This design comes from an exercise in tuning for small area, a short achievable clock period and few clock cycles on the open sky130 flow, not from production work.
In this exercise RTL edits were held to simulation tests only and were not proved equivalent to the original.
Power figures rest on the tool's default switching activity, not on a simulated workload.

Design cpu, start of the top module:
module cpu(
    input clk,
    input rst,  
    output [9:0] imem_addr,    
    input [31:0] imem_rdata,   
    output [11:0] dmem_addr,   
    output [31:0] dmem_wdata,  
    output [3:0] dmem_wmask,   
    output dmem_we,            
    input [31:0] dmem_rdata,   
    output reg is_halted
);
    reg [9:0] pc;      
    reg [9:0] pcn;     
    reg [31:0] ir;     
    reg ir_v;          
    reg ir_pt;         
    reg [31:0] z;      
    reg [31:0] hi;
    reg busy;          
    reg [4:0] cnt;     
    reg w_we;          
    reg w_ld;          
    reg w_jal;         
    reg w_st;          
    reg w_half;        
    reg w_word;        
    reg [3:0] w_d;
    reg [31:0] sd;     
    reg half_on, word_on;  
    wire [5:0] op = ir[31:26];
    wire [3:0] mode = op[4:1];
    wire is_mov = (op[5:1] == 5'b00000);
    wire is_mem = (op[5:3] == 3'b011);
    wire is_alu = !op[5] && !is_mov && !is_mem;
    wire is_ld = is_mem && !op[0];
    wire is_st = is_mem && op[0];
    wire is_beq = (op == 6'h20);
    wire is_bne = (op == 6'h21);
    wire is_br = is_beq || is_bne;
    wire is_j = (op == 6'h22) || (op == 6'h23);
    wire is_jal = (op == 6'h24);
    wire is_mfhi = (op == 6'h25);
    wire is_halt = op[5] && (op[4] || op[3] || (op[2] && op[1]));
    wire is_mul = is_alu && (mode == 4'd3);
  ...
export LEC_CHECK = 0
export ABC_AREA = 1
export CAP_MARGIN = 20
export CORE_MARGIN = 2
export CORE_UTILIZATION = 45
export CTS_CLUSTER_DIAMETER = 180
export CTS_CLUSTER_SIZE = 20
export SLEW_MARGIN = 20
create_clock -name core_clock -period 110.0 [get_ports {clk}]
standard.sh (not shown) runs the stock make flow with config.mk's settings and CLKGATE_MAP_FILE= SYNTH_SCRIPT=/design/flow/synth_recipe.tcl, a recipe that flattens the netlist after the stock synthesis.
==> flow/flow/run.sh <==
#!/bin/bash
# The standard layout with two changes:
#  - synthesis maps the logic with an area-oriented ABC script (flow/abc.script)
#    in place of ORFS's; everything else in synthesis is the standard flow's own script
#    (synth_recipe.tcl), so the registers are the standard synthesis's;
#  - the input and output ports get buf_4 buffers.
set -euo pipefail
W=$PWD
F=$W/flow
# synth_recipe.tcl, with yosys's abc command wrapped to use flow/abc.script
# and no delay target
{
  cat <<TCL
proc abc {args} {
  set i [lsearch -exact \$args -script]
  if {\$i >= 0} { set args [lreplace \$args \$i [expr {\$i + 1}] -script $F/abc.script] }
  set i [lsearch -exact \$args -D]
  if {\$i >= 0} { set args [lreplace \$args \$i [expr {\$i + 1}]] }
  yosys abc {*}\$args
}
TCL
  cat "$W/synth_recipe.tcl"
} > "$W/flow_synth.tcl"
export BUFFER_PORTS_ARGS="-buffer_cell sky130_fd_sc_hd__buf_4"
bash "$W/standard.sh" SYNTH_SCRIPT="$W/flow_synth.tcl" finish > "$W/standard.log" 2>&1
==> flow/flow/abc.script <==
strash
&get -n
&dch
&nf -p -R 1000
&put
topo
stime -c
upsize -c
dnsize -c
Testbench counts at the start, summed over its fixed seeds: cycles 55,871.
Then changed:
--- a/flow/design.v
+++ b/flow/design.v
@@ -261,24 +261,26 @@
     wire md_fin = busy ? (cnt == 0) : (md_triv || (is_mul && ny == 0));
     wire e_v = ir_v && !is_halted;
     wire e_go = e_v && !lu;               
     wire e_done = e_go && (!md || md_fin);
     wire redirect = e_done && is_br && (taken != ir_pt);
     wire [9:0] target = taken ? ir[9:0] : pcn;
     wire fetch = !is_halted && (e_done || !ir_v);
     wire [5:0] fop = imem_rdata[31:26];
     wire f_jmp = (fop == 6'h22) || (fop == 6'h23) || (fop == 6'h24);
     wire f_bne = (fop == 6'h21);
     wire f_beq = (fop == 6'h20);
-    wire sub_zero = e_done && is_alu && mode == 4'd2 && eq;
-    wire f_pt = f_bne ? !sub_zero : (f_beq && sub_zero);
+    wire f_known = e_done && is_alu && mode == 4'd2 && rd != 0 &&
+                   imem_rdata[25:22] == rd && imem_rdata[21:18] == 4'd0;
+    wire res_zero = eq;                
+    wire f_pt = f_bne ? !(f_known && res_zero) : (f_beq && f_known && res_zero);
     wire [9:0] pc4 = pc + 10'd4;
     assign imem_addr = pc;
     assign dmem_addr = z[11:0];
     assign dmem_wdata = sd;
     assign dmem_wmask = {~word_on, ~word_on, ~half_on, 1'b1};
     assign dmem_we = w_st;
     always @(posedge clk or negedge rst) begin
         if (rst == 1'b0) begin
             pc <= 0;
             ir_v <= 0;
             is_halted <= 0;
Outcome: Synthesized cell count climbs slightly; wire length drops slightly; final area is about the same; count of clock-buffer cells in the layout drops by 1; core utilization is about the same; clock power barely changes; final cell count climbs slightly; power drops slightly; first-iteration DRC count drops by a few percent; die area barely changes; sequential cell count is unchanged; setup slack gets worse by 0.43 ns; area after synthesis barely changes; via count drops slightly.
Testbench counts after the change, summed over its fixed seeds: cycles 55,872.


Another version of the RTL of cpu (not shown whole).
Size: about 680 flip-flops, ~130 I/O pins, about 41000 um2 of cells after synthesis.
// cpu
module cpu(
    input clk,
    input rst,  
    output [9:0] imem_addr,    
    input [31:0] imem_rdata,   
    output [11:0] dmem_addr,   
    output [31:0] dmem_wdata,  
    output [3:0] dmem_wmask,   
    output dmem_we,            
    input [31:0] dmem_rdata,   
    output reg is_halted
);
clock: 110.0 ns
lec_check: 0
abc_area: 1
cap_margin: 20
core_margin: 2
core_utilization: 45
cts_cluster_diameter: 180
cts_cluster_size: 20
slew_margin: 20
Scripts as last shown in full above: flow/flow/run.sh, flow/flow/abc.script
Testbench counts at the start, summed over its fixed seeds: cycles 55,345.
Rerun with:
--- a/flow/design.v
+++ b/flow/design.v
@@ -255,14 +255,13 @@
     wire [27:0] mhi;
     rca #(28) minc(.x(mh), .y(28'b0), .ci(1'b1), .s(mhi), .co());
     wire [31:0] mhn = {ml[36] ? mhi : mh, ml[35:32]};
     wire qb = as_co;
     wire [31:0] dr = qb ? as[31:0] : {hi[30:0], a[cnt]};
     wire md = is_mul || is_div;
-    wire d_one = (by == 6'd1);         
-    wire md_triv = is_mul ? (a == 0 || y_zero) : (y_zero || d_one || bx < by);
+    wire md_triv = is_mul ? (a == 0 || y_zero) : (y_zero || bx < by);
     wire md_fin = busy ? (cnt == 0) : (md_triv || (is_mul && ny == 0));
     wire e_v = ir_v && !is_halted;
     wire e_go = e_v && !lu;               
     wire e_done = e_go && (!md || md_fin);
     wire redirect = e_done && is_br && (taken != ir_pt);
     wire [9:0] target = taken ? ir[9:0] : pcn;
@@ -323,26 +322,25 @@
             w_we <= e_done && ((wr_d && rd != 0) || is_jal);
             w_ld <= e_done && is_ld;
             w_jal <= e_done && is_jal;
             w_st <= e_done && is_st;
         end
     end
-    wire d_triv = y_zero || d_one || bx < by;
+    wire d_triv = y_zero || bx < by;
     wire m_step = is_mul && !(!busy && md_triv);
     wire z_en = e_go && !is_mov && !is_halt;
     wire [31:0] z_n = ({32{is_alu && !md || is_mem}} & res)
                     | ({32{m_step}} & ml[31:0])
                     | {32{is_div && !busy && y_zero}}
-                    | ({32{is_div && !busy && d_one}} & a)
                     | ({32{is_div && busy}} & {z[30:0], qb})
                     | {31'b0, is_br && taken}
                     | ({32{is_j || is_jal}} & {20'b0, ir[25:14]})
                     | ({32{is_mfhi}} & hi);
     wire hi_en = e_go && md;
     wire [31:0] hi_n = ({32{m_step}} & mhn)
-                     | ({32{is_div && !busy && d_triv && !d_one}} & a)
+                     | ({32{is_div && !busy && d_triv}} & a)
                      | ({32{is_div && !busy && !d_triv}} & sh)
                      | ({32{is_div && busy}} & dr);
     always @(posedge clk or negedge rst) begin
         if (rst == 1'b0) begin
             z <= 0;
             hi <= 0;
Setup slack improved by 0.091 ns.
Routed wire length decreases by 4.4%.
Total power barely changes.
Cell count drops by 1.8%.
Register-to-register slack gets better by 0.31 ns.
Critical path depth does not change.
Area after synthesis shrinks by 0.81%.
Non-clock buffer count goes down by 29.
Clock-buffer cell count came out higher by 1.
Die area came out lower by 0.80%.
Fmax increases by about 0.4%.
Via count falls by 1.5%.
Sequential power stays flat.
Synthesized cell count goes down by 1.6%.
Testbench counts after the change, summed over its fixed seeds: cycles 55,871.

## afterwards: timing with drivers on the ports
Ports are ideal in the flow. The routed layouts listed here were re-timed in OpenROAD. Step 1 sets driving cells, clkbuf_16 on the clock port and buf_2 on the other inputs (assumed; they add their load-dependent delay and slew). Step 2 also shifts input and output timing later by t, the mid clock arrival at the registers, as if the neighbouring blocks saw the same clock. Three values: ideal ports, drivers, drivers and shift; two values: the first two.
run | t, ns | setup slack, ns | worst setup path at the end | clock arrival spread, ns | worst slew at a driven data input, ns
the first run of note 1 | 0.699 | 86.485 / 86.408 / 86.210 | input to register | 0.058 / 0.058 | 0.10
the second run of note 1 | 0.683 | 86.059 / 86.115 / 85.432 | input to register | 0.048 / 0.048 | 0.07
the first run of note 2 | 0.689 | 86.624 / 86.557 / 86.047 | input to register | 0.033 / 0.033 | 0.08
the second run of note 2 | 0.711 | 86.715 / 86.639 / 86.299 | input to register | 0.030 / 0.030 | 0.11
After both steps every run listed still meets setup and hold. For the second run of note 1, which loses most, drivers alone change the setup slack by +0.056 ns; drivers and shift together by -0.627 ns.
